What follows belongs to an exercise in optimizing a design on an open flow for small area; a production flow would make more cautious choices. In this exercise RTL edits were held to simulation tests only and were not proved equivalent to the original. The flow treats the clock pin as an ideal source, which a real chip does not have. Power figures rest on the tool's default switching activity, not on a simulated workload.

`flow/flow/run.sh`:
```
#!/bin/bash
# Own layout flow, area-oriented.
#  1. Synthesis: the standard synthesis script (synth_recipe.tcl) with
#     ABC_AREA=1, SYNTH_ARGS=-noabc (no early "abc -fast" inside yosys synth,
#     so the ripple adders keep their polarity when full adders are
#     extracted), and ABC's area script replaced by one of flow/abc_*.script,
#     with a few cells kept out of ABC's mapping only (mux2 and some o*ai
#     cells, which ABC tends to pair with extra inverters). Each recipe
#     (script x cell set) is tried in a scratch folder and the one giving the
#     smallest synthesised area is then run for real through standard.sh.
#  2. the standard layout (standard.sh finish), with ports buffered by
#     buf_1 and a clock tree of clkbuf_4 without dummy loads; leaf buffers
#     whose flip-flop clock slew would be high are upsized (flow/post_cts.tcl);
#     one tie cell drives all constant outputs.
# Each tool run's output goes to a log file in this folder.
set -euo pipefail
W=$PWD
DU=$(make -s -C $FLOW_HOME DESIGN_CONFIG=$W/config.mk WORK_HOME=$W/orfs_q print-DONT_USE_CELLS | sed 's/^DONT_USE_CELLS = //')
rm -rf $W/orfs_q
X2="sky130_fd_sc_hd__mux2_1 sky130_fd_sc_hd__mux2_2 sky130_fd_sc_hd__mux2i_1 sky130_fd_sc_hd__o22ai_1 sky130_fd_sc_hd__o221ai_1 sky130_fd_sc_hd__o21ai_0"
X3="$X2 sky130_fd_sc_hd__o21ai_1 sky130_fd_sc_hd__o32ai_1"
for s in $W/flow/abc_*.script; do
  n=$(basename $s .script)
  mkdir -p $W/scripts_$n
  cp -r $FLOW_HOME/scripts/. $W/scripts_$n/
  cp $s $W/scripts_$n/abc_area.script
done
# the make command of standard.sh, in a scratch WORK_HOME
grep '^make ' standard.sh > $W/make_line.txt
try() { # name scriptdir xdu
  sed "s|WORK_HOME=[^ ]*|WORK_HOME=$W/try_$1|" $W/make_line.txt > $W/try_$1.sh
  set +e
  bash -c "set -euo pipefail; $(cat $W/try_$1.sh)" _ SCRIPTS_DIR=$2 ABC_AREA=1 SYNTH_ARGS=-noabc "DONT_USE_CELLS=$DU $3" synth > $W/try_$1.log 2>&1
  set -e
}
recipes=()
for s in $W/flow/abc_*.script; do
  n=$(basename $s .script)
  recipes+=("${n}_x2|$W/scripts_$n|$X2" "${n}_x3|$W/scripts_$n|$X3")
done
i=0
for r in "${recipes[@]}"; do
  IFS='|' read -r name dir xdu <<< "$r"
  try $name $dir "$xdu" &
  i=$((i+1))
  if (( i % ${NUM_CORES:-4} == 0 )); then wait; fi
done
wait
best=""; bestarea=""
for r in "${recipes[@]}"; do
  IFS='|' read -r name dir xdu <<< "$r"
  a=$(grep -h "Chip area" $W/try_$name/reports/*/SDR_tx_rx_ctr/base/synth_stat.txt 2>/dev/null | awk '{print $NF}' || true)
  echo "recipe $name area ${a:-failed}" >> $W/recipes.log
  if [[ -n "$a" ]] && { [[ -z "$bestarea" ]] || awk "BEGIN{exit !($a < $bestarea)}"; }; then best=$r; bestarea=$a; fi
done
echo "best $best $bestarea" >> $W/recipes.log
IFS='|' read -r name dir xdu <<< "$best"
rm -rf $W/try_*/objects $W/try_*/results
bash standard.sh SCRIPTS_DIR=$dir ABC_AREA=1 SYNTH_ARGS=-noabc "DONT_USE_CELLS=$DU $xdu" synth > $W/synth_make.log 2>&1
grep -h "Chip area" $W/orfs/reports/*/SDR_tx_rx_ctr/base/synth_stat.txt >> $W/recipes.log
bash standard.sh \
  "BUFFER_PORTS_ARGS=-buffer_cell sky130_fd_sc_hd__buf_1" \
  "CTS_ARGS=-sink_clustering_enable -repair_clock_nets -dont_use_dummy_load -buf_list sky130_fd_sc_hd__clkbuf_4" \
  POST_CTS_TCL=$W/flow/post_cts.tcl \
  SKIP_REPAIR_TIE_FANOUT=1 \
  finish > $W/flow_make.log 2>&1
```
`flow/flow/abc_b3.script`:
```
strash
dc2
dch -f
amap
topo
```
`flow/flow/abc_c5.script`:
```
strash
dc2
dch -f
amap -F 4 -A 4
topo
```
`flow/flow/abc_d1.script`:
```
strash
dc2
dch -f
amap
strash
dc2
dch -f
amap
topo
```
`flow/flow/abc_d7.script`:
```
strash
dc2
dch -f
amap
strash
dch -f
amap
strash
dch -f
amap
topo
```
`flow/flow/post_cts.tcl`:
```
estimate_parasitics -placement
array set worst {}
foreach pin [all_registers -clock_pins] {
  set net [get_nets -of_objects $pin]
  set drv [get_cells -of_objects [lindex [get_pins -of_objects $net -filter "direction==output"] 0]]
  set name [get_full_name $drv]
  set s [get_property $pin slew_max]
  if {![info exists worst($name)] || $s > $worst($name)} { set worst($name) $s }
}
set changed 0
foreach name [array names worst] {
  set ref [get_property [get_cells $name] ref_name]
  if {$worst($name) > 0.10 && $ref eq "sky130_fd_sc_hd__clkbuf_4"} {
    puts "post_cts: $name ($ref) worst sink slew $worst($name) -> clkbuf_8"
    replace_cell [get_cells $name] sky130_fd_sc_hd__clkbuf_8
    incr changed
  }
}
if {$changed} {
  detailed_placement
  check_placement -verbose
  estimate_parasitics -placement
}
```
`flow/standard.sh`:
```
#!/bin/bash
# synth_recipe.tcl (not shown) runs the flow's synth.tcl, then flattens the netlist and writes it again
# the make line also repeats each setting of config.mk as NAME=value (left out here)
make -C /OpenROAD-flow-scripts/flow DESIGN_CONFIG=/design/flow/config.mk WORK_HOME=/design/flow/orfs CLKGATE_MAP_FILE= SYNTH_SCRIPT=/design/flow/synth_recipe.tcl "${@:-finish}"
```
`flow/config.mk`:
```
export PLATFORM = sky130hd
export DESIGN_NAME = SDR_tx_rx_ctr
export DESIGN_NICKNAME = SDR_tx_rx_ctr
export VERILOG_FILES = /design/flow/design.v
export SDC_FILE = /design/flow/constraint.sdc
export NUM_CORES = 4
export LEC_CHECK = 0
export CAP_MARGIN = 10
export CORE_MARGIN = 2
export CORE_UTILIZATION = 75
export PLACE_DENSITY = 0.85
export SLEW_MARGIN = 10
```
`flow/constraint.sdc`:
```
create_clock -name core_clock -period 10.0 [get_ports {clk}]
set_input_delay 2.0000 -clock core_clock [delete_from_list [all_inputs] [get_ports {clk}]]
set_output_delay 2.0000 -clock core_clock [all_outputs]
set_load 0.01 [all_outputs]
```
`flow/design.v`:
```
module SDR_tx_rx_ctr(
	input clk,
	input rst,
	input [20:0] tod_h,
	input [10:0] tod_l,
	input TEST_EN,
	output tx_rx_switch,
	output [7:0] read_addr_0,
	input read_ram0_en,
	input [31:0] read_data_0,
	input [9:0] data_addr_in,
	input [9:0] freq_addr_in,
	output reg [9:0] data_addr_out,
	output reg [9:0] freq_addr_out,
	output reg [31:0] Tl_r,
	output reg [15:0] Tr,
	output PTT,
	output AD_SHDN,
	output reg led1
	);
reg [3:0] ra;
reg [31:0] Tl;
reg [15:0] Tx_hi;
reg [9:0] Tx_lo;
reg [9:0] Tx_rn;           
reg st_idle, st_tx;        
reg sw;
reg [24:0] lfsr;
assign read_addr_0 = {4'd0, ra};
assign tx_rx_switch = sw;
assign PTT = sw;
assign AD_SHDN = 1'b0;
function [10:0] addp1;
	input [9:0] a, b;
	integer i;
	reg c;
	begin
		c = 1'b1;
		for (i = 0; i < 10; i = i + 1) begin
			addp1[i] = a[i] ^ b[i] ^ c;
			c = (a[i] & b[i]) | (c & (a[i] ^ b[i]));
		end
		addp1[10] = c;
	end
endfunction
wire ra_10 = ra[3] & ra[1];
wire ld_tl = (ra == 4'd2);
wire ld_tx = ra[2] & !ra[1] & ra[0];
always @(posedge clk or posedge rst)
	if (rst)
		ra <= 4'd0;
	else if (!read_ram0_en)
		ra <= 4'd0;
	else if (!ra_10)
		ra <= {ra[3] | (ra[2] & ra[1] & ra[0]), ra[2] ^ (ra[1] & ra[0]), ra[1] ^ ra[0], !ra[0]};
always @(posedge clk or posedge rst)
	if (rst) begin
		Tl <= 32'd0;
		Tx_hi <= 16'd0;
		Tx_lo <= 10'd0;
	end else if (TEST_EN) begin
		Tl <= 32'hFFFF0380;
		Tx_hi <= 16'h0380;
		Tx_lo <= 10'd0;
	end else if (read_ram0_en) begin
		if (ld_tl) Tl <= read_data_0;
		if (ld_tx) begin
			Tx_hi <= read_data_0[31:16];
			Tx_lo <= read_data_0[9:0];
		end
	end
wire tod_l0 = (tod_l == 11'd0);
wire ev = (tod_h == 21'd975) && tod_l0;
always @(posedge clk or posedge rst)
	if (rst) begin
		Tl_r <= 32'd0;
		Tr <= 16'd0;
	end else if (ev) begin
		Tl_r <= Tl;
		Tr <= Tx_hi;
	end
always @(posedge clk)
	if (ev)
		Tx_rn <= ~Tx_lo;
wire [10:0] s = addp1(tod_h[9:0], Tx_rn);
wire txr0 = (Tx_rn == 10'h3ff);
wire tod_h_hi0 = (tod_h[20:11] == 10'd0);
wire begin_hit = tod_h_hi0 && !tod_h[10] && tod_l0 &&
	(txr0 ? (s[9:0] == 10'd976) : (s[9:0] == 10'h3ff && !s[10]));
wire end_hit = tod_h_hi0 && tod_l0 && (s[9:0] == Tl_r[9:0]) && (s[10] != tod_h[10]);
wire hi_ff = (Tl_r[31:16] == 16'hffff);
wire lo_0 = (Tl_r[15:0] == 16'h0);
wire hold976 = (tod_h == 21'd976) && (tod_l < 11'd449);
always @(posedge clk or posedge rst)
	if (rst) begin
		st_idle <= 1'b1;
		st_tx <= 1'b0;
	end else if (st_idle) begin
		if (hi_ff) begin
			if (lo_0) begin
				st_idle <= 1'b0;
			end else if (!hold976) begin
				st_idle <= 1'b0;
				st_tx <= 1'b1;
			end
		end
	end else if (st_tx) begin
		if (end_hit) st_tx <= 1'b0;
	end else begin
		if (!lo_0 && begin_hit) st_tx <= 1'b1;
	end
wire [9:0] noff = Tx_rn | {10{!st_tx}};
wire [10:0] dsum = addp1(data_addr_in, noff);
wire [10:0] fsum = addp1(freq_addr_in, noff);
always @(posedge clk or posedge rst)
	if (rst) begin
		sw <= 1'b0;
		data_addr_out <= 10'd0;
		freq_addr_out <= 10'd0;
	end else begin
		sw <= st_tx;
		data_addr_out <= dsum[9:0];
		freq_addr_out <= fsum[9:0];
	end
wire led_hit = ((lfsr & 25'h1ffff9d) == (25'h0126024 & 25'h1ffff9d));
always @(posedge clk or posedge rst)
	if (rst) begin
		lfsr <= 25'h024c049;
		led1 <= 1'b1;
	end else begin
		lfsr <= {lfsr[23:0], lfsr[24] ^ lfsr[21] ^ led_hit};
		if (st_idle)
			led1 <= led1 ^ led_hit;
		else
			led1 <= !st_tx;
	end
endmodule
```
==> reports/summary.md, run 1 <==
The flow ran to the end and the layout has no timing, DRC or antenna violations. The synthesized netlist contains 38 unique library cells. The number of buffer cells added on primary ports is 162, and the reported max-cap violation count is 0. Setup repair after global routing left no endpoint under its margin.

The core region is 8721 um^2. 168 I/O pins were placed. The adder and majority cell fraction of the synthesized area was 0.08375; the XOR/XNOR share of the synthesized area was 0.003908.

After synthesis, the largest family of logic cells by area is compound AO/OA/AOI/OAI gates. The die covers 9737 um^2. The worst hold-check slack was 0.3573 ns; the total iterations of the first detailed-routing run was 5.

Counting the fill cells in the layout gives 422. The logs give 0 for the max-slew violation count and 477 for the initial DRC count. Across all layers, the routed design uses 5031 vias.

Synthesis inferred 169 register bits. Once placement finished, the instance area stood at 7486 um^2. The fraction of synthesized area in multiplexers works out to 0.

The post-synthesis share of cell area spent on and, or, nand and nor gates came out at 0.06830. Dividing the detail-routed via count by the number of cells gives 6.611. The area fraction in compound gates after synthesis is 0.1707, and the instance count after placement with tap cells included is 744.

The setup path with the least slack is of type in -> reg. Clock-pin slew was measured on the worst setup and hold paths at 0.09 ns. The floorplan row count came out at 34. The global-route wire length before repair is 25670 um, and the layout-stage area growth over the synthesis result is 13.90%.

Among all cell types in the netlist, the one instantiated most often is dfrtp_1. The tools report the max-slew headroom at the worst pin as 0.1754. The total of warnings raised by yosys is 1, and the number of synthesized flops with an enable pin is 10. The synthesized netlist occupies a cell area of 6723 um^2. The count of final setup violators was 0. The congestion estimate from routability-driven global placement came to 0.8997. The tools report the number of global-route vias before repair as 5143.

The slew at the pin closest to its max-slew limit was 1.236 ns; the average detailed-routed wire length per instance was 21.24 um. The mean post-synth cell area was 14.21 um^2. After routing the design area is 7657 um^2. Dividing total power by cell area gives a power density of 141.8 nW/um^2.

For the finished layout, the period the worst path requires is 6.587 ns. In the synthesized netlist, the cells that appear most often are dfrtp_1, a22o_1, clkinv_1, fa_1, nor2_1. Setup slack on the critical path of the routed design comes to 3.413 ns.

The tools report the post-synth net total as 591. The number of antenna diodes in the final layout is 0. TritonCTS built the clock tree.

The clock net in this run drives a total of 169 sinks. The floorplan step set the die width to 98.68 um. Adding up every negative setup slack in the final design gives 0 ns. The fraction of synthesis flops using an asynchronous set or reset pin came out at 0.9408. The die is 98.68 um tall.

Prior to clock tree synthesis, the placed netlist has a worst setup slack of 2.926 ns. The peak clock frequency supported by timing is 151.8 MHz, and the worst-skew pair later-pin latency is 0.53 ns. The worst setup path is captured at a flop. The share of synthesized area occupied by flip-flops and latches is 0.6382. The share of the core filled with cells is 0.8780, and the pin count of the biggest net entering global routing is 89.

The initial core utilization was 0.7709; the required time at the worst-slack endpoint was 10.38 ns. Global routing finished with a remaining overflow of 0. For this run, design rule violations remaining after detail routing come to 0. STA puts the critical path data arrival time at 6.97 ns.

By area the synthesized netlist is led by dfrtp_1, a22o_1, fa_1. The largest total area in the synthesized netlist belongs to dfrtp_1. The layout cell share with drive strength beyond 1 was 0.05513.

STA classifies the critical path startpoint as an input pin. The share of Yosys cell area claimed by the top area cell type is 0.5583, and the power consumption is 1.086 mW. The tools report the total routing resource utilization after global routing as 0.3474. For the number of nets with antenna violations after detailed routing, the log shows 0.

The tools report the final hold violation count as 0. Among all flip-flop cells after synthesis, the most frequent one is dfrtp_1. The share of the clock period used by the worst path after layout works out to 0.6587. The maximum fanout along the worst path works out to 3. For the number of antenna violations at the first check in global routing, the log shows 0. Leaving out filler cells and counting taps, the final layout contains 761. The final HPWL from detailed placement was 11640 um; the number of nets at the end of the flow was 773. Across the VDD grid, the largest voltage drop is 132.7 uV. Summed over all layers, the routed wires come to 16170 um. For the gate count after technology mapping, the log shows 473. For this design the static power due to leakage is 3.071 nW.

The class of the tightest hold or removal check was reg -> reg. Clock skew on the completed layout was measured at 0.02806 ns.
## power by group
part	leakage [nW]	switching [mW]	internal, mW
combinational	0.911	0.0522	0.0254
clock	0.0963	0.193	0.107
sequential	2.06	0.00722	0.701
## final timing paths
kind	start	end	slack [ns]	cells after the start
min	lfsr[1]$_DFF_PP0_	lfsr[2]$_DFF_PP0_	0.36	0
max reg2reg	Tx_rn[0]$_DFFE_PP_	st_tx$_DFFE_PP0P_	4.54	18
min in group asynchronous	rst	freq_addr_out[0]$_DFF_PP0_	1.57	2
max in group asynchronous	rst	Tl_r[5]$_DFFE_PP0P_	6.91	3
max	tod_h[0]	st_tx$_DFFE_PP0P_	3.41	19
min reg2reg	lfsr[1]$_DFF_PP0_	lfsr[2]$_DFF_PP0_	0.36	0
## per-layer routing
layer | up-vias | routed length, um | track usage
met5 | - | 0 | 0
met4 | 0 | 410 | 0.1254
met3 | 40 | 1408 | 0.08227
met2 | 330 | 8447 | 0.5934
met1 | 2531 | 5898 | 0.4430
li1 | 2130 | - | -
## area by class of cell
cell class / instances / area (um^2) / share of cell area
flip-flops and latches: 169 / 4290 / 0.5603
multi-input cells: 248 / 2207 / 0.2882
repair buffers: 169 / 660.6 / 0.08627
inverters: 50 / 192.7 / 0.02516
clock buffers: 17 / 171.4 / 0.02239
well taps: 108 / 135.1 / 0.01765
## worst max-delay path, cell delays in order
cell and delay, ns:
buf_1 0.10, clkinv_1 0.06, ha_1 0.15, clkinv_1 0.07, fa_1 0.38, fa_1 0.40, fa_1 0.41, fa_1 0.39
fa_1 0.39, fa_1 0.40, fa_1 0.40, fa_1 0.39, fa_1 0.41, nor2_1 0.12, a21oi_1 0.05, a211o_1 0.22
or4_1 0.40, nor3_1 0.14, a32oi_1 0.08
## cells in the final DEF, fill, tap and decap left out, types with 5 or more instances in the layout
| master | netlist | final |
|---|---|---|
| nand2_1 | 6 | 6 |
| fa_1 | 25 | 25 |
| a32o_1 | 14 | 14 |
| or2_0 | 10 | 10 |
| clkinv_1 | 50 | 49 |
| buf_1 | 0 | 162 |
| buf_4 | 6 | 7 |
| dfrtp_1 | 150 | 150 |
| a21oi_1 | 12 | 12 |
| a221o_1 | 16 | 16 |
| clkbuf_8 | 0 | 7 |
| o221a_1 | 6 | 6 |
| nor4_1 | 7 | 7 |
| or4_1 | 8 | 8 |
| ha_1 | 5 | 5 |
| nand4_1 | 10 | 10 |
| clkbuf_4 | 0 | 10 |
| nor3_1 | 7 | 6 |
| nor2_1 | 23 | 22 |
| a22o_1 | 62 | 62 |
| dfstp_2 | 9 | 9 |
| edfxtp_1 | 10 | 10 |
## flip-flops by register name, summed over array words and instances, names as in the netlist, 4 cells and up
register and flops:
Tl 32, Tl_r 32, lfsr 25, Tr 16, Tx_hi 16, Tx_lo 10, Tx_rn 10, data_addr_out 10
freq_addr_out 10, ra 4
## cells by family (layout without fill, tap and decap cells)
family                     after synthesis  in the layout
adders and majority gates               30             30
DFF                                    169            169
AOI/OAI and AO/OA                      131            131
and+or+nand+nor                         83             83
xor gates and xnor gates                 3              3
other                                    1              1
buffers and inverters                   56            236
==> inputs of run 2 (changes only) <==
--- a/flow/config.mk
+++ b/flow/config.mk
@@ -8,5 +8,5 @@
 export CAP_MARGIN = 10
 export CORE_MARGIN = 2
-export CORE_UTILIZATION = 75
-export PLACE_DENSITY = 0.85
+export CORE_UTILIZATION = 80
+export PLACE_DENSITY = 0.88
 export SLEW_MARGIN = 10
==> reports/summary.md, run 2 <==
The fraction of synthesis flops using an asynchronous set or reset pin is 0.9408 (unchanged), and the core footprint is 8175 um^2 (-6.3%). The layout-stage area growth over the synthesis result was 13.96% (about the same); the placer's final routability congestion estimate was 0.9413 (+4.6%). The worst-case vdd ir drop was 126.8 uV (-4.4%); the via density per instance was 7.675 (+16%). The logs give 9153 um^2 (-6.0%) for the area enclosed by the die boundary and 0 ns (unchanged) for the total negative slack for setup checks. The count of final setup violators was 0 (unchanged). The horizontal die dimension was 95.67 um (-3.0%).

The maximum fanout along the worst path was 3 (unchanged); the layout cell share with drive strength beyond 1 was 0.05368 (-0.001449). The final HPWL from detailed placement is 13100 um (+13%). The clock sink count was 169 (unchanged); the number of buffer cells added on primary ports was 162 (unchanged). For the total of warnings raised by yosys, the log shows 1 (unchanged). For the number of antenna violations at the first check in global routing, the log shows 0 (unchanged). The number of synthesized flops with an enable pin is 10 (unchanged), and the slew at the pin closest to its max-slew limit is 1.270 ns (+0.03459 ns). The gate count after technology mapping is 473 (unchanged).

The largest registers in the layout are Tl: 32 flops, Tl_r: 32 flops, lfsr: 25 flops. Class of the tightest hold or removal check: reg -> reg. The run finished with no timing, DRC or antenna violations. The final critical-path required period is 7.583 ns (+0.9960 ns).

STA classifies the critical path startpoint as an input pin. For the reported max-cap violation count, the log shows 0 (unchanged). For the number of nets with antenna violations after detailed routing, the log shows 0 (unchanged). Category of the most critical setup path: in -> reg. Traced cell by cell, the critical path runs through buf_1, clkinv_1, ha_1, clkinv_1, fa_1, fa_1, fa_1, fa_1, fa_1, fa_1, fa_1, fa_1, fa_1, nor2_1, a21oi_1, a211o_1, or4_1, nor3_1, a32oi_1.

The signal arrival time at the worst endpoint came out at 7.95 ns (+0.98 ns). Number of distinct standard cells referenced by the synthesized netlist: 38 (unchanged). The most numerous cell type found on the critical path is fa_1. The max-slew violation count was 0 (unchanged); the total routing resource utilization after global routing was 0.5585 (+0.2112). The number of remaining DRC errors came out at 0 (unchanged).

The top cell types in the final layout, fill and taps aside, are buf_1, dfrtp_1, a22o_1. By count the netlist is led by dfrtp_1, a22o_1, clkinv_1, fa_1, nor2_1. The power density over cell area works out to 147.6 nW/um^2 (+4.1%). On the critical path, the stage with the largest delay is an instance of or4_1. The run gives 0.9371 (+0.05905) as the share of the core filled with cells. Setup repair after global routing left no endpoint under its margin. The overall die height was 95.67 um (-3.0%); the share of Yosys cell area claimed by the top area cell type was 0.5583 (unchanged). The number of top-level design ports was 168 (unchanged); the netlist area before placement was 6723 um^2 (unchanged). The total iterations of the first detailed-routing run is 7 (+2), and the number of vias after detailed routing is 5818 (+16%). The synthesized flop and latch total works out to 169 (unchanged). The delay contributed by the slowest stage of the critical path came out at 0.57 ns (+0.16 ns). The most common cell in the synthesized netlist is dfrtp_1.

The run gives 0 (unchanged) as the global-route congestion overflow total. The most common library cell in the layout ignoring fill and taps is buf_1. The global-route wire length before repair was 35400 um (+38%); the worst-skew pair later-pin latency was 0.59 ns (+0.06 ns). The tools report the initial DRC count as 1073 (+120%).

In the synthesized netlist the dominant register cell turns out to be dfrtp_1. The logs give 3.071 nW (about the same) for the leakage dissipation and 6146 (+20%) for the number of global-route vias before repair. The required time at the worst-slack endpoint was 10.37 ns (about the same); the max-slew headroom at the worst pin was 0.1523 (-0.02308). The share of the clock period used by the worst path after layout was 0.7583 (+0.09960). The floorplan row count came out at 33 (-2.9%). The mean post-synth cell area was 14.21 um^2 (unchanged). After synthesis, the cell types taking the most area are dfrtp_1, a22o_1, fa_1.

Initial core utilization: 0.8223 (+0.05144). The number of nets at the end of the flow is 772 (-0.13%). The clock skew is 0.04270 ns (+0.01465 ns), and the clock-pin slew of the registers on the worst-case setup and hold paths is 0.10 ns (about the same). The pin count of the biggest net entering global routing is 83 (-6.7%). STA classifies the critical path endpoint as a flop.

The cell accounting for the most synthesized area was dfrtp_1. The share of synthesized area occupied by flip-flops and latches came out at 0.6382 (unchanged). Peak clock frequency supported by timing: 131.9 MHz (-13%). The run gives 0 (unchanged) as the final hold violation count. The post-synth net total was 591 (unchanged).

The routed wire length was 22950 um (+42%); the average detailed-routed wire length per instance was 30.28 um (+43%). TritonCTS built the clock tree.
[run 2: power breakdown]
part | internal (mW) | switching [mW] | leakage, nW
sequential | 0.701 | 0.00933 | 2.06
clock | 0.116 | 0.220 | 0.102
combinational | 0.0257 | 0.0589 | 0.905
[run 2: metal layers]
metal  GRT usage  wire, um  vias to the layer above
met3      0.3059      3379                      250
met4      0.4274      2304                        2
met2      0.8223     10610                      720
met5     0.04762        38                        -
li1            -         -                     2124
met1      0.5953      6618                     2722
[run 2: logic make-up (layout without fill, tap and decap cells)]
| family | count (synthesis) | in the layout | share of synthesized area |
|---|---|---|---|
| adder cells (fa/ha/maj) | 30 | 30 | 0.08375 |
| AND/OR/NAND/NOR | 83 | 83 | 0.06831 |
| flip-flops | 169 | 169 | 0.6382 |
| other | 1 | 2 | 0.0005578 |
| XOR/XNOR | 3 | 3 | 0.003909 |
| buffers and inverters | 56 | 235 | 0.03462 |
| AO/OA/AOI/OAI | 131 | 131 | 0.1707 |
[run 2: path summary, 6_finish.rpt]
| check | from | to | slack (ns) | cells past startpoint |
|---|---|---|---|---|
| max in group asynchronous | rst | Tl_r[30]$_DFFE_PP0P_ | 6.99 | 3 |
| max reg2reg | Tx_rn[0]$_DFFE_PP_ | st_tx$_DFFE_PP0P_ | 3.47 | 18 |
| min | lfsr[22]$_DFF_PP0_ | lfsr[23]$_DFF_PP0_ | 0.36 | 0 |
| min reg2reg | lfsr[22]$_DFF_PP0_ | lfsr[23]$_DFF_PP0_ | 0.36 | 0 |
| min in group asynchronous | rst | Tl[10]$_DFFE_PP0P_ | 1.53 | 2 |
| max | tod_h[0] | st_tx$_DFFE_PP0P_ | 2.42 | 19 |
[run 2: final cells by class]
cell class | instances | area, um^2
Antenna cell | 1 | 2.502
Clock buffer | 17 | 183.9
Fill cell | 233 | 514.2
Inverter | 50 | 192.7
Multi-Input combinational cell | 248 | 2207
Sequential cell | 169 | 4290
Tap cell | 105 | 131.4
Timing Repair Buffer | 168 | 653.1
[run 2: stage by stage]
step           worst slack, ns  hold slack, ns  area [um^2]  instances  total power [mW]
2_1_floorplan           0.4836          0.3312         6723        473            0.7604
3_3_place_gp             3.121          0.3359         7475        740            0.7915
3_5_place_dp             2.623          0.3463         7475        740            0.7995
5_1_grt                  2.186          0.3617         7659        757             1.158
6_report                 2.417          0.3574         7661        758             1.131
[run 2: worst max-delay path: cells and delay by family]
| family | cells | cell delay (ns) |
|---|---|---|
| compound gates | 3 | 0.59 |
| fa+ha+maj | 10 | 3.89 |
| buf+inv | 3 | 0.27 |
| simple gates | 3 | 1.17 |

## re-timing with driven ports
No port has a modelled driver above. Below, the same layouts with a new extraction and two added sets of constraints.
Step 1 (the two cells are an assumption about what drives the block):
set clk [get_ports {clk}]
set_driving_cell -lib_cell sky130_fd_sc_hd__clkbuf_16 $clk
set_driving_cell -lib_cell sky130_fd_sc_hd__buf_2 [delete_from_list [all_inputs] $clk]
Step 2 times the ports against the registers' clock, not the clock port: input delays grow and output delays shrink by t, the midpoint of the rising clock arrivals with the driver on.
a / b / c = ideal / step 1 / step 2; a / b = the first two.
| run | shift t [ns] | slack for setup (ns) | worst register clock-pin slew, ns | cell pins on the clock port's net |
|---|---|---|---|---|
| run 1 | 0.549 | 3.413 / 3.424 / 2.875 | 0.10 / 0.10 | 1 |
| run 2 | 0.603 | 2.417 / 2.424 / 1.822 | 0.12 / 0.12 | 1 |
After both steps setup and hold are still met in every run listed. For run 2, which loses most, drivers alone change the setup slack by +0.007 ns; drivers and shift together by -0.595 ns.
